This is an optimization exercise on Yosys and OpenROAD, whose aim is a short achievable clock period and few clock cycles, not a production implementation. No run shown here included a check of the RTL's function; only the layout flow was run. Power figures rest on the tool's default switching activity, not on a simulated workload.

--- flow/run.sh ---
#!/bin/bash
# Standard layout, with the timing repair aiming at a larger setup margin.
bash standard.sh SETUP_SLACK_MARGIN=5.35 > standard_flow.log 2>&1
--- constraint.sdc ---
create_clock -name core_clock -period 8.0 [get_ports {clk}]
set_input_delay 1.6000 -clock core_clock [delete_from_list [all_inputs] [get_ports {clk}]]
set_output_delay 1.6000 -clock core_clock [all_outputs]
set_load 0.01 [all_outputs]
--- config.mk ---
export PLATFORM = sky130hd
export DESIGN_NAME = TinyMIPS
export DESIGN_NICKNAME = TinyMIPS
export VERILOG_FILES = /design/flow/design.v
export SDC_FILE = /design/flow/constraint.sdc
export NUM_CORES = 8
export LEC_CHECK = 0
export CAP_MARGIN = 20
export CORE_MARGIN = 2
export CORE_UTILIZATION = 60
export PLACE_DENSITY = 0.75
export SETUP_SLACK_MARGIN = 5
export SLEW_MARGIN = 20
export SYNTH_HIERARCHICAL = 1
--- design.v ---
module TinyMIPS(
    input  wire        clk,
    input  wire        rst,
    input  wire [15:0] data_fromRAM,
    output wire        wrEn,
    output wire [7:0]  addr_toRAM,
    output wire [15:0] data_toRAM
);
    function [7:0] predec;
        input [15:0] w;
        reg   [3:0]  op;
        reg          ab, br;
        reg   [2:0]  xs, ys;
        begin
            op = w[15:12];
            ab = (op == 4'd8) | (op == 4'd9);
            br = ab | (op == 4'd10);
            xs = ab ? w[11:9] : w[8:6];
            ys = (op == 4'd5) ? w[11:9] : ab ? w[8:6] : (op == 4'd10) ? w[11:9] : w[5:3];
            predec = {xs, ys, (op != 4'd7) & (op <= 4'd10),
                      (op == 4'd0) | (op == 4'd2) | (op == 4'd3) | (op == 4'd5) | br};
        end
    endfunction
    localparam QW = 42;
    reg  [7:0]  pA;         
    reg         pWE;
    reg  [7:0]  pAi;        
    reg         pWEi;
    reg  [15:0] pDO;
    reg         pF;         
    reg         pH;         
    reg  [15:0] pSD;        
    reg  [7:0]  pPC;        
    reg  [7:0]  pNX;        
    reg         pBP;        
    reg         pPF;        
    assign addr_toRAM = pA;
    assign wrEn       = pWE;
    assign data_toRAM = pDO;
    reg         rV, rBP, rH, rFill;
    reg  [15:0] rD;
    reg  [7:0]  rPC, rPC1, rPC2, rPC3, rNX, rFA;
    reg         LAbb;
    reg  [7:0]  LAtgt, LA1, LA2, LA3;
    reg  [15:0] LAoh, LA1oh;     
    reg  [7:0]  fpc;        
    reg         hF;         
    reg         halted;
    reg         bv;         
    reg  [7:0]  bpc, btg;
    localparam IB = 3;                   
    localparam CN = 1 << IB;             
    reg  [CN-1:0] cv;
    reg  [7-IB:0] ctag [0:CN-1];
    reg  [15:0] cdat [0:CN-1];
    reg  [3:0]  qh, qt, qn;
    reg  [QW-1:0] Q [0:3];
    wire        q_ne  = qn[0];
    wire        q_ge2 = qn[1];
    wire        q_ge3 = qn[2];
    wire        q_full = qn[3];
    reg  [15:0] RF [0:7];
    reg         ev;
    reg         e_wr;       
    reg         e_long;     
    reg  [2:0]  e_rd;
    reg         e_srl, e_ld, e_st, e_br, e_beq, e_halt;
    reg  [15:0] eX, eY;
    reg         fxa, fya;   
    reg         fxc, fyc;   
    reg         fxm, fym;   
    reg         fxu, fyu;   
    reg  [5:0]  e_imm;
    reg  [7:0]  e_pc, e_tgt, e_pc1, e_alt;
    reg  [15:0] e_aoh, e_a1oh;    
    reg         e_ptk, e_rb;     
    reg  [7:0]  e_pn;            
    reg         e_bk;            
    reg         bV, b_tk, b_ptk, b_sane, b_bk;
    reg  [7:0]  b_pc, b_tgt, b_pc1;
    reg  [7:0]  b_alt, b_alt1, b_alt2, b_alt3;    
    reg         b_h0, b_h1;                       
    reg  [15:0] b_w0, b_w1;
    reg  [15:0] Rres;       
    reg  [15:0] LR;         
    reg         s1v, s1_long, s1_ld, s1_wr;
    reg  [2:0]  s1_rd;
    reg         s2v, s2_long, s2_ld, s2_kill;
    reg  [2:0]  s2_rd;
    reg         s3v, s3_kill;
    reg  [2:0]  s3_rd;
    reg  [15:0] MR0, MR1, MR2, MR3, MR4, MR5;    
    reg  [15:0] SR;                              
    reg  [15:0] M0, M1;                          
    wire [15:0] Xa = fxa ? Rres : eX;
    wire [15:0] Ya = fya ? Rres : eY;
    wire [15:0] Xc = fxc ? Rres : eX;
    wire [15:0] Yc = fyc ? Rres : eY;
    wire [15:0] Xm = fxm ? Rres : eX;
    wire [15:0] Ym = fym ? Rres : eY;
    wire [15:0] Xu = fxu ? Rres : eX;
    wire [15:0] Yu = fyu ? Rres : eY;
    wire [15:0] sum;
    add16m u_sum (.a(Xa), .b(Ya), .s(sum));
    wire        c_eq, c_lt;
    cmp16m u_cmp (.a(Xc), .b(Yc), .eq(c_eq), .lt(c_lt));
    wire        taken = e_beq ? c_eq : c_lt;
    wire        misB  = bV & (~b_sane | (b_tk != b_ptk));
    wire [7:0]  redir = b_tk ? b_tgt : b_pc1;    
    wire        e_ok     = ev & ~misB;
    wire        e_halt_v = e_ok & e_halt;
    wire        e_mem    = e_ok & (e_ld | e_st);
    wire        sq       = misB | e_halt_v;
    wire [7:0]  maddr    = Xm[7:0] + {2'b00, e_imm};
    wire [7:0]  e_alt1 = e_alt + 8'd1;
    reg  [15:0] ew0, ew1, wl0, wl1;
    reg         eh0r, eh1r, hL0r, hL1r;
    integer j;
    always @* begin
        ew0 = 16'd0; ew1 = 16'd0; wl0 = 16'd0; wl1 = 16'd0;
        eh0r = 1'b0; eh1r = 1'b0; hL0r = 1'b0; hL1r = 1'b0;
        for (j = 0; j < CN; j = j + 1) begin
            ew0 = ew0 | (cdat[j] & {16{e_aoh[j]}});
            ew1 = ew1 | (cdat[j] & {16{e_a1oh[j]}});
            wl0 = wl0 | (cdat[j] & {16{LAoh[j]}});
            wl1 = wl1 | (cdat[j] & {16{LA1oh[j]}});
            eh0r = eh0r | (e_aoh[j]  & cv[j] & (ctag[j] == e_alt[7:IB]));
            eh1r = eh1r | (e_a1oh[j] & cv[j] & (ctag[j] == e_alt1[7:IB]));
            hL0r = hL0r | (LAoh[j]   & cv[j] & (ctag[j] == LAtgt[7:IB]));
            hL1r = hL1r | (LA1oh[j]  & cv[j] & (ctag[j] == LA1[7:IB]));
        end
    end
    wire        eh0 = eh0r & ~(pWEi & (pAi == e_alt));
    wire        eh1 = eh1r & ~(pWEi & (pAi == e_alt1));
    wire [15:0] r0, r1, r2, r3, r4, r5, shres, m0n, m1n;
    mul_e  u_mul_e  (.x(Xu), .y(Yu), .srl(e_srl), .r0(r0), .r1(r1), .r2(r2), .r3(r3),
                     .r4(r4), .r5(r5), .sh(shres));
    mul_e2 u_mul_e2 (.r0(MR0), .r1(MR1), .r2(MR2), .r3(MR3), .r4(MR4), .r5(MR5), .sh(SR),
                     .s(m0n), .c(m1n));
    wire [15:0] mres;
    add16m u_mres (.a(M0), .b(M1), .s(mres));
    wire [15:0] lres = s2_ld ? data_fromRAM : mres;
    wire [15:0] ri  = rH ? rD : data_fromRAM;
    wire [7:0]  rpd = predec(ri);
    wire [3:0]  rop = ri[15:12];
    wire        r_br  = (rop == 4'd8) | (rop == 4'd9) | (rop == 4'd10);
    wire        r_ok  = rV & ~LAbb;                      
    wire        r_bb  = r_ok & r_br & ri[5] & ~rBP;      
    wire [7:0]  r_tgt  = rPC  + {{2{ri[5]}}, ri[5:0]};
    wire [7:0]  r_tgt1 = rPC1 + {{2{ri[5]}}, ri[5:0]};
    wire [7:0]  r_tgt2 = rPC2 + {{2{ri[5]}}, ri[5:0]};
    wire [7:0]  r_tgt3 = rPC3 + {{2{ri[5]}}, ri[5:0]};
    wire [QW-1:0] q0 = ({QW{qh[0]}} & Q[0]) | ({QW{qh[1]}} & Q[1]) |
                       ({QW{qh[2]}} & Q[2]) | ({QW{qh[3]}} & Q[3]);
    wire [15:0] di   = q0[41:26];
    wire [7:0]  d_pc = q0[25:18];
    wire [7:0]  d_pn = q0[17:10];
    wire [2:0]  xs   = q0[9:7];
    wire [2:0]  ys   = q0[6:4];
    wire        needx = q0[3];
    wire        needy = q0[2];
    wire        d_rb  = q0[1];
    wire        d_bp  = q0[0];
    wire [3:0]  dop = di[15:12];
    wire [2:0]  da = di[11:9];
    wire        d_add  = (dop == 4'd0);
    wire        d_addi = (dop == 4'd1);
    wire        d_mul  = (dop == 4'd2);
    wire        d_srl  = (dop == 4'd3);
    wire        d_ld   = (dop == 4'd4);
    wire        d_st   = (dop == 4'd5);
    wire        d_cp   = (dop == 4'd6);
    wire        d_cpi  = (dop == 4'd7);
    wire        d_br   = (dop == 4'd8) | (dop == 4'd9) | (dop == 4'd10);
    wire        d_halt = (dop >= 4'd11);
    wire        d_wr  = d_add | d_addi | d_cp | d_cpi;
    wire        d_long = d_ld | d_mul | d_srl;
    wire        e_any  = ev  & (e_wr | e_long);
    wire        s1_any = s1v & (s1_wr | s1_long);
    wire        x0 = e_any  & (e_rd == xs);
    wire        x1 = s1_any & (s1_rd == xs);
    wire        x2 = s2v & s2_long & (s2_rd == xs);
    wire        x3 = s3v & ~s3_kill & (s3_rd == xs);
    wire        y0 = e_any  & (e_rd == ys);
    wire        y1 = s1_any & (s1_rd == ys);
    wire        y2 = s2v & s2_long & (s2_rd == ys);
    wire        y3 = s3v & ~s3_kill & (s3_rd == ys);
    wire        xstall = needx & ((x0 & e_long) | (~x0 & x1 & s1_long) | (~x0 & ~x1 & x2 & ~s2_ld));
    wire        ystall = needy & ((y0 & e_long) | (~y0 & y1 & s1_long) | (~y0 & ~y1 & y2 & ~s2_ld));
    wire        issue = q_ne & ~xstall & ~ystall & ~halted;
    wire [15:0] rx0 = (~x1 & x3) ? LR : RF[xs];
    wire [15:0] ry0 = (~y1 & y3) ? LR : RF[ys];
    wire [15:0] rx1 = x1 ? Rres : rx0;
    wire [15:0] ry1 = y1 ? Rres : ry0;
    wire [15:0] rx = (~x1 & x2) ? data_fromRAM : rx1;
    wire [15:0] ry = (~y1 & y2) ? data_fromRAM : ry1;
    wire [7:0]  d_tgt = d_pc + {{2{di[5]}}, di[5:0]};
    wire [7:0]  d_pc1 = d_pc + 8'd1;
    wire [7:0]  d_pc2 = d_pc + 8'd2;
    wire [7:0]  d_tgt1 = d_pc1 + {{2{di[5]}}, di[5:0]};
    wire        d_ptk = d_br & (d_rb | d_bp);
    wire        bhit  = bv & (bpc == fpc);
    wire [7:0]  fpred = bhit ? btg : fpc + 8'd1;
    wire        room  = ~(q_full | (q_ge3 & (rV | pF)) | (q_ge2 & rV & pF));
    wire [IB-1:0] fi = fpc[IB-1:0];
    wire        hitF = hF & ~(pWEi & (pAi[IB-1:0] == fi));
    wire [7:0]  fpc1 = fpc + 8'd1;
    wire        hC = cv[fi] & (ctag[fi] == fpc[7:IB]) & ~(rFill & (rFA[IB-1:0] == fi));
    wire        hA = cv[fpc1[IB-1:0]] & (ctag[fpc1[IB-1:0]] == fpc1[7:IB]) & ~(rFill & (rFA[IB-1:0] == fpc1[IB-1:0]));
    wire        hB = cv[btg[IB-1:0]] & (ctag[btg[IB-1:0]] == btg[7:IB]) & ~(rFill & (rFA[IB-1:0] == btg[IB-1:0]));
    wire        hL0 = hL0r & ~(pWEi & (pAi == LAtgt));
    wire        hL1 = hL1r & ~(pWEi & (pAi == LA1));
    wire        ltry  = ~q_ge3;                     
    wire        lslot = ~q_ge2 & ~e_mem;            
    wire        lf2   = ltry & hL0 & hL1;
    wire        bf2 = b_sane & b_h0 & b_h1;
    wire        bf1 = b_sane & b_h0 & ~b_h1;
    wire [7:0]  b_s  = ~b_sane ? redir : bf2 ? b_alt2 : bf1 ? b_alt1 : b_alt;
    wire [7:0]  b_s1 = ~b_sane ? redir + 8'd1 : bf2 ? b_alt3 : bf1 ? b_alt2 : b_alt1;
    wire [QW-1:0] a_r  = {ri, rPC, rNX, rpd, r_bb, rBP};
    wire [QW-1:0] a_b0 = {b_w0, b_alt, b_alt1, predec(b_w0), 2'b00};
    wire [QW-1:0] a_b1 = {b_w1, b_alt1, b_alt2, predec(b_w1), 2'b00};
    wire [QW-1:0] a_l0 = {wl0, LAtgt, LA1, predec(wl0), 2'b00};
    wire [QW-1:0] a_l1 = {wl1, LA1, LA2, predec(wl1), 2'b00};
    wire [QW-1:0] A0 = misB ? a_b0 : LAbb ? a_l0 : a_r;
    wire [QW-1:0] A1 = misB ? a_b1 : a_l1;
    wire [1:0]  am = misB ? (bf2 ? 2'd2 : bf1 ? 2'd1 : 2'd0) :
                     e_halt_v ? 2'd0 :
                     LAbb ? (lf2 ? 2'd2 : 2'd0) : {1'b0, r_ok};
    reg  [7:0]  nA, nNX, nfpc, nPC;
    reg         nF, nBP, nH, nPF, pfree, nhF;
    always @* begin
        nA = pAi; nNX = pNX; nfpc = fpc; nPC = pPC;
        nF = 1'b0; nBP = 1'b0; nH = 1'b0; nPF = 1'b0; pfree = 1'b1;
        nhF = hC & ~pWEi;
        if (misB) begin
            nA = b_s; nF = 1'b1; nPF = 1'b1; nPC = b_s; nNX = b_s1; nfpc = b_s1;
            pfree = 1'b0; nhF = 1'b0;
        end else if (e_halt_v | halted) begin
            pfree = 1'b0;
        end else begin
            if (e_mem) begin
                nA = maddr; pfree = 1'b0;
            end
            if (LAbb) begin
                nhF = 1'b0;
                if (ltry & lslot) begin
                    nA = LA2; nF = lf2; nPF = 1'b1; nPC = LA2; nNX = LA3;
                    nfpc = lf2 ? LA3 : LAtgt;
                    pfree = 1'b0;
                end else
                    nfpc = lf2 ? LA2 : LAtgt;
            end else if (room & hitF) begin
                nF = 1'b1; nH = 1'b1; nPC = fpc; nNX = fpred; nfpc = fpred; nBP = bhit;
                nhF = (bhit ? hB : hA) & ~pWEi;
            end else if (room & ~e_mem) begin
                nA = fpc; nF = 1'b1; nPF = 1'b1; nPC = fpc; nNX = fpred; nfpc = fpred; nBP = bhit;
                pfree = 1'b0;
                nhF = (bhit ? hB : hA) & ~pWEi;
            end
        end
    end
    wire [3:0]  nqh = sq ? qt : issue ? {qh[2:0], qh[3]} : qh;
    wire [3:0]  nqt = am[1] ? {qt[1:0], qt[3:2]} : am[0] ? {qt[2:0], qt[3]} : qt;
    wire [3:0]  qn1 = sq ? 4'd0 : issue ? {1'b0, qn[3:1]} : qn;
    wire [3:0]  nqn = am[1] ? {qn1[1:0], 2'b11} : am[0] ? {qn1[2:0], 1'b1} : qn1;
    wire [3:0]  qt1 = {qt[2:0], qt[3]};
    always @(posedge clk) begin
        if (rst) begin
            pA  <= 8'd0;
            pWE <= 1'b0;
        end else begin
            pA  <= nA;
            pWE <= e_mem & e_st;
        end
        pDO <= Ym;
    end
    always @(posedge clk or posedge rst) begin
        if (rst) begin
            pAi  <= 8'd0;
            pWEi <= 1'b0;
        end else begin
            pAi  <= nA;
            pWEi <= e_mem & e_st;
        end
    end
    integer i;
    always @(posedge clk) begin
        if (rst) begin
            pF <= 1'b1; pH <= 1'b0; pPF <= 1'b1; pPC <= 8'd0; pBP <= 1'b0;
            pNX <= 8'd1; fpc <= 8'd1;
            rV <= 1'b0; LAbb <= 1'b0; rFill <= 1'b0;
            halted <= 1'b0; bv <= 1'b0;
            hF <= 1'b0;
            cv <= {CN{1'b0}};
            qh <= 4'd1; qt <= 4'd1; qn <= 4'd0;
            ev <= 1'b0; bV <= 1'b0; s1v <= 1'b0; s2v <= 1'b0; s3v <= 1'b0;
        end else begin
            pF <= nF; pBP <= nBP;
            pNX <= nNX; fpc <= nfpc;
            pH <= nH; pPF <= nPF; pPC <= nPC;
            hF <= nhF;
            rFill <= pPF;
            if (rFill) cv[rFA[IB-1:0]] <= 1'b1;
            if (pWEi) cv[pAi[IB-1:0]] <= 1'b0;
            qh <= nqh; qt <= nqt; qn <= nqn;
            rV <= pF & ~sq & ~LAbb;
            LAbb <= r_bb & ~sq;
            ev <= issue & ~sq;
            bV <= e_ok & ~e_halt;
            if (e_halt_v) halted <= 1'b1;
            if (bV & b_tk & b_bk) bv <= 1'b1;
            s1v <= e_ok;
            s2v <= s1v;
            s3v <= s2v & s2_long;
        end
    end
    always @(posedge clk) begin
        rPC  <= pPC;
        rPC1 <= pPC + 8'd1;
        rPC2 <= pPC + 8'd2;
        rPC3 <= pPC + 8'd3;
        LAtgt <= r_tgt;
        LAoh  <= 16'd1 << r_tgt[IB-1:0];
        LA1oh <= 16'd1 << r_tgt1[IB-1:0];
        LA1   <= r_tgt1;
        LA2   <= r_tgt2;
        LA3   <= r_tgt3;
        rNX <= pNX;
        rBP <= pBP;
        rH  <= pH;
        rD  <= pSD;
        rFA <= pAi;
        pSD <= cdat[fi];
        if (rFill) begin
            cdat[rFA[IB-1:0]] <= data_fromRAM;
            ctag[rFA[IB-1:0]] <= rFA[7:IB];
        end
        if (bV & b_tk & b_bk) begin
            bpc <= b_pc; btg <= b_tgt;
        end
        for (i = 0; i < 4; i = i + 1) begin
            if ((misB | ~q_full) & qt[i])
                Q[i] <= A0;
            else if ((misB | ~q_ge3) & qt1[i])
                Q[i] <= A1;
        end
        e_wr   <= d_wr;
        e_long <= d_long;
        e_rd   <= da;
        e_srl  <= d_srl;
        e_ld   <= d_ld;
        e_st   <= d_st;
        e_br   <= d_br;
        e_beq  <= (dop == 4'd8);
        e_halt <= d_halt;
        eX     <= d_cpi ? {7'd0, di[8:0]} : rx;
        eY     <= d_addi ? {{10{di[5]}}, di[5:0]} : (d_cp | d_cpi) ? 16'd0 : ry;
        fxa    <= needx & x0 & d_wr;
        fya    <= needy & y0 & d_wr;
        fxc    <= needx & x0 & d_br;
        fyc    <= needy & y0 & d_br;
        fxm    <= needx & x0 & (d_ld | d_st);
        fym    <= needy & y0 & d_st;
        fxu    <= needx & x0 & (d_mul | d_srl);
        fyu    <= needy & y0 & (d_mul | d_srl);
        e_imm  <= di[5:0];
        e_bk   <= di[5];
        e_pc   <= d_pc;
        e_tgt  <= d_tgt;
        e_pc1  <= d_pc1;
        e_ptk  <= d_ptk;
        e_rb   <= d_rb;
        e_pn   <= d_pn;
        e_alt  <= d_ptk ? d_pc1 : d_tgt;
        e_aoh  <= 16'd1 << (d_ptk ? d_pc1[IB-1:0] : d_tgt[IB-1:0]);
        e_a1oh <= 16'd1 << (d_ptk ? d_pc2[IB-1:0] : d_tgt1[IB-1:0]);
        b_tk   <= e_br & taken;
        b_ptk  <= e_ptk;
        b_sane <= e_rb | (e_ptk ? (e_pn == e_tgt) : (e_pn == e_pc1));
        b_bk   <= e_br & e_bk;
        b_pc   <= e_pc;
        b_tgt  <= e_tgt;
        b_pc1  <= e_pc1;
        b_alt  <= e_alt;
        b_alt1 <= e_alt1;
        b_alt2 <= e_alt + 8'd2;
        b_alt3 <= e_alt + 8'd3;
        b_h0   <= eh0;
        b_h1   <= eh1;
        b_w0   <= ew0;
        b_w1   <= ew1;
        Rres <= sum;
        s1_long <= e_long; s1_ld <= e_ld; s1_wr <= e_wr; s1_rd <= e_rd;
        s2_long <= s1_long; s2_ld <= s1_ld; s2_rd <= s1_rd;
        s2_kill <= e_ok & e_wr & (e_rd == s1_rd);
        s3_kill <= s2_kill; s3_rd <= s2_rd;
        MR0 <= r0; MR1 <= r1; MR2 <= r2; MR3 <= r3; MR4 <= r4; MR5 <= r5;
        SR  <= shres;
        M0  <= m0n; M1 <= m1n;
        LR <= lres;
        if (s3v & ~s3_kill) RF[s3_rd] <= LR;
        if (s1v & s1_wr) RF[s1_rd] <= Rres;
    end
endmodule
module add16m(input wire [15:0] a, input wire [15:0] b, output wire [15:0] s);
    reg [15:0] g, p;
    integer i, k;
    always @* begin
        g = a & b;
        p = a ^ b;
        for (k = 1; k < 16; k = k * 2)
            for (i = 15; i >= k; i = i - 1) begin
                g[i] = g[i] | (p[i] & g[i-k]);
                p[i] = p[i] & p[i-k];
            end
    end
    assign s = (a ^ b) ^ {g[14:0], 1'b0};
endmodule
module cmp16m(input wire [15:0] a, input wire [15:0] b, output wire eq, output wire lt);
    reg [15:0] g, p;
    integer i, k;
    always @* begin
        g = ~a & b;
        p = ~(a ^ b);
        for (k = 1; k < 16; k = k * 2)
            for (i = 15; i >= k; i = i - 1) begin
                g[i] = g[i] | (p[i] & g[i-k]);
                p[i] = p[i] & p[i-k];
            end
    end
    assign lt = g[15];
    assign eq = (a == b);
endmodule
module mul_e(input wire [15:0] x, input wire [15:0] y, input wire srl,
             output wire [15:0] r0, output wire [15:0] r1, output wire [15:0] r2,
             output wire [15:0] r3, output wire [15:0] r4, output wire [15:0] r5,
             output wire [15:0] sh);
    wire [16:0] yb = {y, 1'b0};
    wire [15:0] pp [0:7];
    wire [15:0] pk;
    genvar g;
    generate
        for (g = 0; g < 8; g = g + 1) begin : booth
            wire one = ~srl & (yb[2*g+1] ^ yb[2*g]);
            wire two = ~srl & ((yb[2*g+2] & ~yb[2*g+1] & ~yb[2*g]) | (~yb[2*g+2] & yb[2*g+1] & yb[2*g]));
            wire neg = ~srl & yb[2*g+2];
            wire [15:0] m  = two ? {x[14:0], 1'b0} : one ? x : 16'd0;
            wire [15:0] mm = neg ? ~m : m;
            assign pp[g] = mm << (2*g);
            assign pk[2*g]   = neg;
            assign pk[2*g+1] = 1'b0;
        end
    endgenerate
    assign r0 = pp[0] ^ pp[1] ^ pp[2];
    assign r1 = ((pp[0] & pp[1]) | (pp[0] & pp[2]) | (pp[1] & pp[2])) << 1;
    assign r2 = pp[3] ^ pp[4] ^ pp[5];
    assign r3 = ((pp[3] & pp[4]) | (pp[3] & pp[5]) | (pp[4] & pp[5])) << 1;
    assign r4 = pp[6] ^ pp[7] ^ pk;
    assign r5 = ((pp[6] & pp[7]) | (pp[6] & pk) | (pp[7] & pk)) << 1;
    wire        zero = (|y[15:6]) | y[4];
    wire [15:0] shr = x >> y[3:0];
    wire [15:0] shl = x << y[3:0];
    assign sh = (srl & ~zero) ? (y[5] ? shl : shr) : 16'd0;
endmodule
module mul_e2(input wire [15:0] r0, input wire [15:0] r1, input wire [15:0] r2,
              input wire [15:0] r3, input wire [15:0] r4, input wire [15:0] r5,
              input wire [15:0] sh, output wire [15:0] s, output wire [15:0] c);
    wire [15:0] a0 = r0 ^ r1 ^ r2;
    wire [15:0] b0 = ((r0 & r1) | (r0 & r2) | (r1 & r2)) << 1;
    wire [15:0] a1 = r3 ^ r4 ^ r5;
    wire [15:0] b1 = ((r3 & r4) | (r3 & r5) | (r4 & r5)) << 1;
    wire [15:0] a2 = a0 ^ b0 ^ a1;
    wire [15:0] b2 = ((a0 & b0) | (a0 & a1) | (b0 & a1)) << 1;
    assign s = (a2 ^ b2 ^ b1) | sh;
    assign c = ((a2 & b2) | (a2 & b1) | (b2 & b1)) << 1;
endmodule
--- standard.sh ---
#!/bin/bash
# synth_recipe.tcl (not shown) runs the flow's synth.tcl, then flattens the netlist and writes it again
# the make line also repeats each setting of config.mk as NAME=value (left out here)
make -C /OpenROAD-flow-scripts/flow DESIGN_CONFIG=/design/flow/config.mk WORK_HOME=/design/flow/orfs CLKGATE_MAP_FILE= SYNTH_SCRIPT=/design/flow/synth_recipe.tcl "${@:-finish}"
==> results.py, run 1 <==
metrics = {
    "power": {
        "p_per_area_mw_per_mm2": 531,
        "p_leak_nw": 28.0,
        "power_frac_clock": 0.142,
        "combPwrFrac": 0.580,
        "switchingPower_mw": 18.0,
        "pwr-share-seq": 0.278,
        "ir_drop_v": 0.000438,
        "p_sw_frac": 0.463,
        "intPower_mw": 20.9,
    },
    "detailed_routing": {
        "drc": 0,
        "vias": 55100,
        "wl_per_cell_um": 31.4,
        "firstDrtPassIters": 12,
        "ant_nets": 0,
        "routed_wirelength_um": 241000,
        "viasPerCell": 7.19,
        "drtIter0Drc": 9648,
    },
    "worst_setup_path": {
        "endpoint_kind": "flop",
        "regToRegStartpoint": "qh[0]$_SDFFE_PP1P_",
        "crit_path_cell_trace": "buf_12 > a22oi_4 > and2_4 > xnor2_4 > or4_4 > a311oi_4 > buf_6 > o211ai_4 > nor2_4 > buf_6 > nand2_1 > a311oi_1",
        "crit_type": "reg -> reg",
        "cp.required_ns": 8.60,
        "arrival_ns": 3.75,
        "worstRegToRegCells": 12,
        "cp_max_fo": 5,
        "regToRegEndpoint": "qh[2]$_SDFFE_PP0P_",
        "path_common_cell": "buf_6",
        "r2r_slack_ns": 4.86,
        "slowest_stage": "or4_4",
        "setup.worst_path.start": "qh[0]$_SDFFE_PP1P_",
        "critPathMaxStageDelay_ns": 0.57,
        "cp-start-kind": "flop",
    },
    "yosys": {
        "synth_top_area_cell": "edfxtp_1",
        "netlist_instances": 6060,
        "netlist.area_leader.share": 0.235,
        "ys_async_sr_fraction": 0.00815,
        "synth-seq-cells": 1104,
        "syn-mean-instance-area_um2": 10.1,
        "synthFlopType": "dfxtp_1",
        "synth-edff-count": 480,
        "ys_warn_count": 11,
        "synth_area_leaders": "edfxtp_1 24%, dfxtp_1 20%, mux2_2 5.9%",
        "ys_seq_area_frac": 0.440,
        "netlist_area_mm2": 0.0613,
        "synth_cell_type_count": 103,
    },
    "timing": {
        "slew_headroom": 0.151,
        "finClkSkew_ns": 0.0272,
        "max_freq_mhz": 318,
        "setup-tns-final_ns": 0,
        "drv_slew": 0,
        "period_share": 0.393,
        "setup_ws_ns": 4.86,
        "rsz0062_at_grt": "yes",
        "worst_slew_pin_slew_ns": 1.27,
        "hold_violations": 0,
        "setup_viol": 0,
        "period_needed_ns": 3.14,
    },
    "clock_tree": {
        "root_buffer": "clkbuf_16",
        "clk_path_buf_depth": 3,
        "holdBufCountCts": 0,
        "clkTransAtPathRegs_ns": 0.07,
        "cts_made_buffers": 112,
        "insertion_delay_ns": 0.74,
        "cts_num_sinks": 1104,
        "cts_tree": "done",
        "cts.htree.levels": 3,
    },
    "floorplan": {
        "rows": 117,
        "fp.dieW_um": 324,
        "boundaryPins": 43,
        "initial_core_util": 0.603,
        "coreArea_mm2": 0.102,
        "die_y_um": 324,
        "die_area_mm2": 0.105,
    },
    "min_path": {
        "hold_class": "reg -> reg",
        "min-delay-start": "pBP$_SDFF_PP0_",
        "hold_path_end": "rBP$_DFF_P_",
        "holdPathStages": 0,
    },
    "cells_and_area": {
        "drive_gt1_frac": 0.272,
        "final_cells": 7655,
        "finalNetCount": 6392,
        "area_growth_pct": 19.8,
        "final_area_mm2": 0.0734,
    },
    "grt": {
        "grt_first_pass_wirelength_um": 333000,
        "track_usage": 0.431,
        "gr-total-overflow": 0,
        "first_global_vias": 51400,
        "antenna_found_initial": 12,
        "grt_max_degree": 76,
    },
    "place": {
        "dp_slack_ns": 3.49,
        "place_hpwl_um": 139000,
        "port_buffers": 42,
        "gp_congestion": 1.00,
        "place_area_mm2": 0.0622,
        "place_inst": 7037,
    },
    "run_status": {
        "outcome": "complete, no violations",
    },
    "flow_run": {
        "cap_violations": 0,
    },
}
==> Yosys stat by module, one instance, submodules excluded <==
| module | flops+latches | copies in the design | cells | area (um2) |
|---|---|---|---|---|
| TinyMIPS | 1104 | 1 | 4893 | 52600 |
| mul_e | 0 | 1 | 834 | 5480 |
| mul_e2 | 0 | 1 | 94 | 1410 |
| add16m | 0 | 2 | 91 | 694 |
| cmp16m | 0 | 1 | 57 | 392 |
==> flip-flops by register name, summed over array words and instances, names as in the netlist, 40 cells and up, named ones only <==
register  cells
Q           168
ctag         40
cdat        128
RF          128
==> placed cells by master, fill, tap and decap left out, types with 106 or more instances in the layout <==
cell type and instances:
clkbuf_16 131, nor2_1 395, dfxtp_1 538, nand4_1 112, nand3_1 141, a21oi_1 251
xor2_1 188, buf_4 360, nand2_1 524, inv_1 106, mux2i_1 195, mux2_2 296
edfxtp_1 480, a22oi_1 330, xnor2_1 191, o21ai_0 210
==> worst max path at each step <==
stage / end / depth (start not counted) / slack (ns)
finish: qh[2]$_SDFFE_PP0P_ / 12 / 4.86
global route: qh[2]$_SDFFE_PP0P_ / 12 / 4.81
CTS: qn[3]$_SDFFE_PP0P_ / 11 / 5.06
detailed placement: Q[0][8]$_DFFE_PP_ / 7 / 3.49
global placement: Q[0][7]$_DFFE_PP_ / 7 / 3.56
floorplan: Q[0][5]$_DFFE_PP_ / 9 / 4.84
==> metrics by stage <==
stage / hold WS [ns] / utilization / total power, mW
2_1_floorplan: 0.310 / - / 22.1
3_3_place_gp: 0.310 / 0.612 / 27.5
3_5_place_dp: 0.312 / 0.612 / 28.0
4_1_cts: 0.326 / 0.695 / 35.8
5_1_grt: 0.335 / 0.722 / 40.1
6_report: 0.327 / 0.723 / 39.0
==> area by class of cell <==
class                      instances  area [um2]
clock buffer                     156        3270
multi-input combinational       4304       34700
fill                            6971       28200
inverter                         129         538
antenna                            8        20.0
tap                             1368        1710
sequential                      1104       27100
timing repair buffer             529        5470
timing repair inverter             1        5.00
clock inverter                    56         592
==> worst max-delay path, delay by kind of cell (launching register included) <==
family                 cells  cell delay (ns)
flip-flops                 1             0.40
buffers and inverters      3             0.47
AO/OA/AOI/OAI              4             0.96
XOR/XNOR                   1             0.09
AND/OR/NAND/NOR            4             1.10
==> kinds of logic (layout without fill, tap and decap cells) <==
logic type	count (synthesis)	count (layout)	synth area share
AO/OA/AOI/OAI	1430	1433	0.156
XOR/XNOR	412	412	0.0597
multiplexers	624	634	0.126
flip-flops	1104	1104	0.440
adder cells (fa/ha/maj)	209	209	0.0522
AND/OR/NAND/NOR	1571	1576	0.117
buffers and inverters	708	871	0.0488
other	2	48	0.000123
==> metal layers <==
metal	routed length [um]	track usage
met1	78400	0.512
met2	103000	0.658
met3	32800	0.115
met4	26300	0.355
met5	61	0
==> synthesized netlist by cell type, types with 102 or more instances <==
master	instances
inv_1	123
xnor2_1	213
a21oi_1	317
ha_1	110
mux2_2	322
nand2_1	572
o21ai_0	247
dfxtp_1	615
buf_1	102
nand3_1	144
clkbuf_1	368
mux2i_1	216
nor2_1	440
xor2_1	194
nand4_1	112
a22oi_1	350
edfxtp_1	480
==> what timing repair did <==
item,4_1_cts,5_1_grt
gates resized for setup,698,357
setup buffers,234,118
cloned,28,18
pin swaps,126,149
setup endpoints to repair,609,528
==> power by group through the flow <==
stage	Clock, mW	Combinational (mW)	Sequential (mW)
floorplan	0	12.9	9.15
global placement	0	16.9	10.6
detailed placement	0	17.3	10.6
CTS	5.51	19.6	10.6
global route	5.73	23.5	10.9
finish	5.55	22.6	10.8
==> run 2: changes to the inputs <==
--- a/design.v
+++ b/design.v
@@ -8,3 +8,3 @@
 );
-    function [7:0] predec;
+    function [17:0] predec;
         input [15:0] w;
@@ -19,3 +19,3 @@
             ys = (op == 4'd5) ? w[11:9] : ab ? w[8:6] : (op == 4'd10) ? w[11:9] : w[5:3];
-            predec = {xs, ys, (op != 4'd7) & (op <= 4'd10),
+            predec = {8'd1 << xs, 8'd1 << ys, (op != 4'd7) & (op <= 4'd10),
                       (op == 4'd0) | (op == 4'd2) | (op == 4'd3) | (op == 4'd5) | br};
@@ -23,3 +23,3 @@
     endfunction
-    localparam QW = 42;
+    localparam QW = 52;
     reg  [7:0]  pA;         
@@ -65,3 +65,3 @@
     reg         e_long;     
-    reg  [2:0]  e_rd;
+    reg  [7:0]  e_av, e_lv;          
     reg         e_srl, e_ld, e_st, e_br, e_beq, e_halt;
@@ -85,8 +85,7 @@
     reg  [15:0] LR;         
-    reg         s1v, s1_long, s1_ld, s1_wr;
-    reg  [2:0]  s1_rd;
-    reg         s2v, s2_long, s2_ld, s2_kill;
-    reg  [2:0]  s2_rd;
-    reg         s3v, s3_kill;
-    reg  [2:0]  s3_rd;
+    reg  [7:0]  s1_av, s1_lv;        
+    reg         s1_ld;
+    reg  [7:0]  s2_lv;               
+    reg         s2_ld;
+    reg  [7:0]  s3_lv;               
     reg  [15:0] MR0, MR1, MR2, MR3, MR4, MR5;    
@@ -113,4 +112,5 @@
     wire        sq       = misB | e_halt_v;
-    wire [7:0]  maddr    = Xm[7:0] + {2'b00, e_imm};
-    wire [7:0]  e_alt1 = e_alt + 8'd1;
+    wire [7:0]  maddr;
+    add8m u_maddr (.a(Xm[7:0]), .b({2'b00, e_imm}), .s(maddr));
+    reg  [7:0]  e_alt1;
     reg  [15:0] ew0, ew1, wl0, wl1;
@@ -143,3 +143,3 @@
     wire [15:0] ri  = rH ? rD : data_fromRAM;
-    wire [7:0]  rpd = predec(ri);
+    wire [17:0] rpd = predec(ri);
     wire [3:0]  rop = ri[15:12];
@@ -148,13 +148,15 @@
     wire        r_bb  = r_ok & r_br & ri[5] & ~rBP;      
-    wire [7:0]  r_tgt  = rPC  + {{2{ri[5]}}, ri[5:0]};
-    wire [7:0]  r_tgt1 = rPC1 + {{2{ri[5]}}, ri[5:0]};
-    wire [7:0]  r_tgt2 = rPC2 + {{2{ri[5]}}, ri[5:0]};
-    wire [7:0]  r_tgt3 = rPC3 + {{2{ri[5]}}, ri[5:0]};
+    wire [7:0]  r_off = {{2{ri[5]}}, ri[5:0]};
+    wire [7:0]  r_tgt, r_tgt1, r_tgt2, r_tgt3;
+    add8m u_rt0 (.a(rPC),  .b(r_off), .s(r_tgt));
+    add8m u_rt1 (.a(rPC1), .b(r_off), .s(r_tgt1));
+    add8m u_rt2 (.a(rPC2), .b(r_off), .s(r_tgt2));
+    add8m u_rt3 (.a(rPC3), .b(r_off), .s(r_tgt3));
     wire [QW-1:0] q0 = ({QW{qh[0]}} & Q[0]) | ({QW{qh[1]}} & Q[1]) |
                        ({QW{qh[2]}} & Q[2]) | ({QW{qh[3]}} & Q[3]);
-    wire [15:0] di   = q0[41:26];
-    wire [7:0]  d_pc = q0[25:18];
-    wire [7:0]  d_pn = q0[17:10];
-    wire [2:0]  xs   = q0[9:7];
-    wire [2:0]  ys   = q0[6:4];
+    wire [15:0] di   = q0[51:36];
+    wire [7:0]  d_pc = q0[35:28];
+    wire [7:0]  d_pn = q0[27:20];
+    wire [7:0]  xs   = q0[19:12];      
+    wire [7:0]  ys   = q0[11:4];
     wire        needx = q0[3];
@@ -177,25 +179,37 @@
     wire        d_long = d_ld | d_mul | d_srl;
-    wire        e_any  = ev  & (e_wr | e_long);
-    wire        s1_any = s1v & (s1_wr | s1_long);
-    wire        x0 = e_any  & (e_rd == xs);
-    wire        x1 = s1_any & (s1_rd == xs);
-    wire        x2 = s2v & s2_long & (s2_rd == xs);
-    wire        x3 = s3v & ~s3_kill & (s3_rd == xs);
-    wire        y0 = e_any  & (e_rd == ys);
-    wire        y1 = s1_any & (s1_rd == ys);
-    wire        y2 = s2v & s2_long & (s2_rd == ys);
-    wire        y3 = s3v & ~s3_kill & (s3_rd == ys);
-    wire        xstall = needx & ((x0 & e_long) | (~x0 & x1 & s1_long) | (~x0 & ~x1 & x2 & ~s2_ld));
-    wire        ystall = needy & ((y0 & e_long) | (~y0 & y1 & s1_long) | (~y0 & ~y1 & y2 & ~s2_ld));
+    wire [7:0]  W0 = ev ? (e_av | e_lv) : 8'd0;
+    wire [7:0]  L0 = ev ? e_lv : 8'd0;
+    wire [7:0]  W1 = s1_av | s1_lv;
+    wire [7:0]  L2ld = s2_ld ? s2_lv : 8'd0;
+    wire [7:0]  L2n  = s2_ld ? 8'd0 : s2_lv;
+    wire [7:0]  busy = L0 | (~W0 & s1_lv) | (~W0 & ~W1 & L2n);
+    wire        xstall = needx & |(busy & xs);
+    wire        ystall = needy & |(busy & ys);
     wire        issue = q_ne & ~xstall & ~ystall & ~halted;
-    wire [15:0] rx0 = (~x1 & x3) ? LR : RF[xs];
-    wire [15:0] ry0 = (~y1 & y3) ? LR : RF[ys];
-    wire [15:0] rx1 = x1 ? Rres : rx0;
-    wire [15:0] ry1 = y1 ? Rres : ry0;
-    wire [15:0] rx = (~x1 & x2) ? data_fromRAM : rx1;
-    wire [15:0] ry = (~y1 & y2) ? data_fromRAM : ry1;
-    wire [7:0]  d_tgt = d_pc + {{2{di[5]}}, di[5:0]};
+    wire        x0 = |(xs & W0);
+    wire        y0 = |(ys & W0);
+    reg  [15:0] rfx, rfy;
+    integer r;
+    always @* begin
+        rfx = 16'd0; rfy = 16'd0;
+        for (r = 0; r < 8; r = r + 1) begin
+            rfx = rfx | (RF[r] & {16{xs[r]}});
+            rfy = rfy | (RF[r] & {16{ys[r]}});
+        end
+    end
+    wire        xr = |(xs & W1);
+    wire        yr = |(ys & W1);
+    wire        xd = |(xs & ~W1 & L2ld);
+    wire        yd = |(ys & ~W1 & L2ld);
+    wire        xl = |(xs & ~W1 & ~s2_lv & s3_lv);
+    wire        yl = |(ys & ~W1 & ~s2_lv & s3_lv);
+    wire [15:0] rx1 = xr ? Rres : xl ? LR : rfx;
+    wire [15:0] ry1 = yr ? Rres : yl ? LR : rfy;
+    wire [15:0] rx = xd ? data_fromRAM : rx1;
+    wire [15:0] ry = yd ? data_fromRAM : ry1;
+    wire [7:0]  d_tgt, d_tgt1;
     wire [7:0]  d_pc1 = d_pc + 8'd1;
     wire [7:0]  d_pc2 = d_pc + 8'd2;
-    wire [7:0]  d_tgt1 = d_pc1 + {{2{di[5]}}, di[5:0]};
+    add8m u_dt0 (.a(d_pc),  .b({{2{di[5]}}, di[5:0]}), .s(d_tgt));
+    add8m u_dt1 (.a(d_pc1), .b({{2{di[5]}}, di[5:0]}), .s(d_tgt1));
     wire        d_ptk = d_br & (d_rb | d_bp);
@@ -296,3 +310,4 @@
             qh <= 4'd1; qt <= 4'd1; qn <= 4'd0;
-            ev <= 1'b0; bV <= 1'b0; s1v <= 1'b0; s2v <= 1'b0; s3v <= 1'b0;
+            ev <= 1'b0; bV <= 1'b0;
+            s1_av <= 8'd0; s1_lv <= 8'd0; s2_lv <= 8'd0; s3_lv <= 8'd0;
         end else begin
@@ -312,5 +327,6 @@
             if (bV & b_tk & b_bk) bv <= 1'b1;
-            s1v <= e_ok;
-            s2v <= s1v;
-            s3v <= s2v & s2_long;
+            s1_av <= e_ok ? e_av : 8'd0;
+            s1_lv <= e_ok ? e_lv : 8'd0;
+            s2_lv <= s1_lv & ~(e_ok ? e_av : 8'd0);
+            s3_lv <= s2_lv;
         end
@@ -349,3 +365,4 @@
         e_long <= d_long;
-        e_rd   <= da;
+        e_av   <= d_wr   ? (8'd1 << da) : 8'd0;
+        e_lv   <= d_long ? (8'd1 << da) : 8'd0;
         e_srl  <= d_srl;
@@ -375,2 +392,3 @@
         e_alt  <= d_ptk ? d_pc1 : d_tgt;
+        e_alt1 <= d_ptk ? d_pc2 : d_tgt1;
         e_aoh  <= 16'd1 << (d_ptk ? d_pc1[IB-1:0] : d_tgt[IB-1:0]);
@@ -393,6 +411,4 @@
         Rres <= sum;
-        s1_long <= e_long; s1_ld <= e_ld; s1_wr <= e_wr; s1_rd <= e_rd;
-        s2_long <= s1_long; s2_ld <= s1_ld; s2_rd <= s1_rd;
-        s2_kill <= e_ok & e_wr & (e_rd == s1_rd);
-        s3_kill <= s2_kill; s3_rd <= s2_rd;
+        s1_ld <= e_ld;
+        s2_ld <= s1_ld;
         MR0 <= r0; MR1 <= r1; MR2 <= r2; MR3 <= r3; MR4 <= r4; MR5 <= r5;
@@ -401,4 +417,6 @@
         LR <= lres;
-        if (s3v & ~s3_kill) RF[s3_rd] <= LR;
-        if (s1v & s1_wr) RF[s1_rd] <= Rres;
+        for (r = 0; r < 8; r = r + 1) begin
+            if (s3_lv[r]) RF[r] <= LR;
+            if (s1_av[r]) RF[r] <= Rres;
+        end
     end
@@ -477 +495,15 @@
 endmodule
+module add8m(input wire [7:0] a, input wire [7:0] b, output wire [7:0] s);
+    reg [7:0] g, p;
+    integer i, k;
+    always @* begin
+        g = a & b;
+        p = a ^ b;
+        for (k = 1; k < 8; k = k * 2)
+            for (i = 7; i >= k; i = i - 1) begin
+                g[i] = g[i] | (p[i] & g[i-k]);
+                p[i] = p[i] & p[i-k];
+            end
+    end
+    assign s = (a ^ b) ^ {g[6:0], 1'b0};
+endmodule
--- a/config.mk
+++ b/config.mk
@@ -9,4 +9,4 @@
 export CORE_MARGIN = 2
-export CORE_UTILIZATION = 60
-export PLACE_DENSITY = 0.75
+export CORE_UTILIZATION = 50
+export PLACE_DENSITY = 0.65
 export SETUP_SLACK_MARGIN = 5
==> run 2 against run 1 <==
Core utilization decreased by 11 points. Synthesized cell count is 3.3% higher. First-iteration DRC count is 3.9% lower. Largest power group unchanged. Sequential share of layout area decreased by 0.57 points. Power increased by 4.4%. Worst setup slack improved by 0.10 ns.
==> results.py, run 2 <==
metrics = {
    "grt": {
        "grt_max_degree": 80,
        "track_usage": 0.362,
        "grt_first_pass_wirelength_um": 354000,
        "gr-total-overflow": 0,
        "antenna_found_initial": 13,
        "first_global_vias": 51600,
    },
    "yosys": {
        "syn-mean-instance-area_um2": 10.4,
        "netlist_area_mm2": 0.0653,
        "synth_top_area_cell": "edfxtp_1",
        "synth_area_leaders": "edfxtp_1 24%, dfxtp_1 20%, mux2_2 5.8%",
        "synth_cell_type_count": 103,
        "netlist.area_leader.share": 0.239,
        "yosysMostFrequentCell": "dfxtp_1",
        "ys_seq_area_frac": 0.443,
        "ys_top_cells_by_count": "652 x dfxtp_1, 520 x edfxtp_1, 502 x a22oi_1, 390 x nor2_1, 389 x nand2_1",
        "synthFlopType": "dfxtp_1",
        "ys_warn_count": 13,
        "netlist_instances": 6261,
        "ys_async_sr_fraction": 0.00762,
        "synth-seq-cells": 1181,
        "synth-edff-count": 520,
    },
    "worst_setup_path": {
        "critPathMaxStageDelay_ns": 0.39,
        "cp_num_buf_inv": 1,
        "r2r_slack_ns": 4.96,
        "slowest_stage": "dfxtp_4",
        "cp_top_family": "compound AO/OA/AOI/OAI gates",
        "path_common_cell": "mux2_4",
        "crit_type": "reg -> reg",
        "crit_path_cell_trace": "mux2_4 > ha_4 > inv_2 > fa_2 > nor2b_4 > o31a_1 > o21ai_2 > nand3_2 > mux2_4 > o211ai_1 > o21ai_1 > a221o_1 > and2_1",
        "regToRegStartpoint": "fxm$_DFF_P_",
        "arrival_ns": 3.73,
        "cp_max_fo": 6,
        "endpoint_kind": "flop",
        "cp.depth": 13,
        "regToRegEndpoint": "pA[6]$_SDFF_PP0_",
        "cp-start-kind": "flop",
        "cp.required_ns": 8.68,
        "worstRegToRegCells": 13,
    },
    "detailed_routing": {
        "routed_wirelength_um": 258000,
        "drtIter0Drc": 9276,
        "firstDrtPassIters": 9,
        "vias": 56600,
        "viasPerCell": 6.81,
        "ant_nets": 0,
        "wl_per_cell_um": 31.1,
        "drc": 0,
    },
    "place": {
        "gp_congestion": 0.989,
        "port_buffers": 42,
        "place_hpwl_um": 155000,
    },
    "cells_and_area": {
        "area_growth_pct": 22.4,
        "n_fill_cell": 10200,
        "final_common_cell": "dfxtp_1",
        "fin_util": 0.617,
        "drive_gt1_frac": 0.286,
        "finalNetCount": 6670,
        "top_register": "Q",
        "layout.cells.most_common_list": "574 x dfxtp_1, 520 x edfxtp_1, 442 x a22oi_1",
        "largest_reg_flops": 208,
    },
    "timing": {
        "drv_slew": 0,
        "setup-tns-final_ns": 0,
        "slew_headroom": 0.137,
        "rsz0062_at_grt": "yes",
        "max_freq_mhz": 329,
        "worst_slew_pin_slew_ns": 1.29,
        "hold_violations": 0,
        "period_share": 0.380,
        "finClkSkew_ns": 0.0270,
        "period_needed_ns": 3.04,
        "timing.hold.ws_ns": 0.322,
        "setup_viol": 0,
    },
    "floorplan": {
        "die_y_um": 365,
        "initial_core_util": 0.504,
        "rows": 132,
        "die_area_mm2": 0.133,
        "fp.dieW_um": 365,
        "boundaryPins": 43,
        "coreArea_mm2": 0.129,
    },
    "power": {
        "p_sw_frac": 0.449,
        "combPwrFrac": 0.566,
        "pwr-share-seq": 0.275,
        "p_per_area_mw_per_mm2": 509,
        "power_frac_clock": 0.159,
        "ir_drop_v": 0.000312,
        "intPower_mw": 22.4,
        "p_leak_nw": 29.8,
        "switchingPower_mw": 18.3,
    },
    "min_path": {
        "hold_path_end": "b_pc[4]$_DFF_P_",
        "hold_class": "reg -> reg",
        "holdPathStages": 0,
        "min-delay-start": "e_pc[4]$_DFF_P_",
    },
    "clock_tree": {
        "cts_tree": "done",
        "cts_num_sinks": 1181,
        "clk_path_buf_depth": 3,
        "cts.htree.levels": 4,
        "cts_made_buffers": 134,
        "root_buffer": "clkbuf_16",
        "clkTransAtPathRegs_ns": 0.07,
        "insertion_delay_ns": 0.80,
    },
    "run_status": {
        "outcome": "complete, no violations",
    },
    "flow_run": {
        "cap_violations": 0,
    },
}
-- run 2: cell count changes after synthesis, sizes merged, moves of 50 or more --
cell | previous run | this run
nand3 | 144 | 94
nor2 | 441 | 390
nand4 | 112 | 167
nand2 | 572 | 389
mux2i | 216 | 303
a22oi | 352 | 502
a21oi | 318 | 262
o21ai | 255 | 354
-- run 2: worst register-to-register path, delay by kind of cell, from the launching register on --
family          cells  cell delay, ns
mux                 2            0.68
buf+inv             1            0.06
fa+ha+maj           2            0.42
compound gates      5            1.04
simple gates        3            0.35
flops               1            0.39
-- run 2: per-layer routing --
metal	GRT usage	wire length (um)	part of all wire	up-vias
met5	0	223	0.00086	-
met4	0.148	13600	0.053	16
met3	0.117	37900	0.15	947
met2	0.507	106000	0.41	4311
met1	0.512	101000	0.39	27600
li1	-	-	-	23700
-- run 2: power by group through the flow --
stage | sequential [mW] | clock, mW | combinational (mW)
global placement | 11.1 | 0 | 17.2
detailed placement | 11.1 | 0 | 17.5
CTS | 11.0 | 6.44 | 19.9
finish | 11.2 | 6.45 | 23.0
floorplan | 9.55 | 0 | 12.9
global route | 11.3 | 6.68 | 24.1
-- run 2: logic make-up after synthesis --
group | share of synthesized area
simple gates | 0.110
xor+xnor | 0.0525
flops | 0.443
buf+inv | 0.0478
other cells | 0.000172
compound gates | 0.161
fa+ha+maj | 0.0510
mux | 0.135
-- run 2: per-module statistics from Yosys (local to each module, per instance) --
| module | flip-flops and latches | cells | times used | cell area, um2 |
|---|---|---|---|---|
| TinyMIPS | 1181 | 4800 | 1 | 54300 |
| add8m | 0 | 42 | 7 | 324 |
| add16m | 0 | 91 | 2 | 694 |
| mul_e | 0 | 834 | 1 | 5480 |
| cmp16m | 0 | 57 | 1 | 392 |
| mul_e2 | 0 | 94 | 1 | 1410 |
-- run 2: layout make-up --
| class | count | area [um2] | area share |
|---|---|---|---|
| multi-input cells | 4410 | 37300 | 0.467 |
| inverters | 122 | 528 | 0.00661 |
| well taps | 1742 | 2180 | 0.0273 |
| diodes | 2 | 5.00 | 0.0000626 |
| clock buffers | 189 | 3950 | 0.0494 |
| flip-flops and latches | 1181 | 29100 | 0.364 |
| repair buffers | 600 | 6190 | 0.0774 |
| clock inverters | 59 | 629 | 0.00787 |
| repair inverters | 1 | 5.00 | 0.0000626 |
-- run 2: what timing repair did --
item                                    CTS  global route
hold buffers                              0             0
pin swaps                               102           147
setup buffers                           252           159
cloned                                   19            23
gates resized for setup                 707           422
endpoints found under the setup margin  749           309
-- run 2: worst max-delay path by stage --
stage	end	slack, ns	start
after global routing	Q[1][4]$_DFFE_PP_	4.92	data_fromRAM[15]
after detailed placement	Q[1][4]$_DFFE_PP_	3.30	data_fromRAM[14]
after CTS	pA[6]$_SDFF_PP0_	5.00	fxm$_DFF_P_
after floorplan	Q[0][12]$_DFFE_PP_	4.43	data_fromRAM[13]
after global placement	Q[1][4]$_DFFE_PP_	3.31	data_fromRAM[14]
final	pA[6]$_SDFF_PP0_	4.96	fxm$_DFF_P_
-- run 2: through the flow --
stage                     total power [mW]  setup slack, ns  instance area (um2)  std cells
after floorplan                       22.4             4.43                66400       6300
after global placement                28.2             3.31                67300       7602
after detailed placement              28.5             3.30                67300       7602
after CTS                             37.3             5.00                76300       8121
after global routing                  42.1             4.92                79900       8305
final                                 40.7             4.96                79900       8306

## port drivers added, routing unchanged
In the flow no input, the clock included, has a driving cell. The finished layouts below were timed again as built, in two steps.
Step 1, drivers: a clkbuf_16 drives clk and a buf_2 each remaining input, both assumed.
Step 2, shift: input delay + t, output delay - t, t = (earliest + latest rising clock arrival at the registers) / 2. This alone moves slack from input paths to output paths.
Three values: ideal ports, drivers, drivers and shift; two values: the first two.
run | t (ns) | setup slack, ns | worst setup path at the end
run 1 | 0.800 | 4.857 / 4.857 / 4.407 | input to register
run 2 | 0.860 | 4.957 / 4.957 / 4.175 | input to register
After both steps setup and hold are still met in every run listed. For run 2, which loses most, drivers alone change the setup slack by 0.000 ns; drivers and shift together by -0.782 ns.
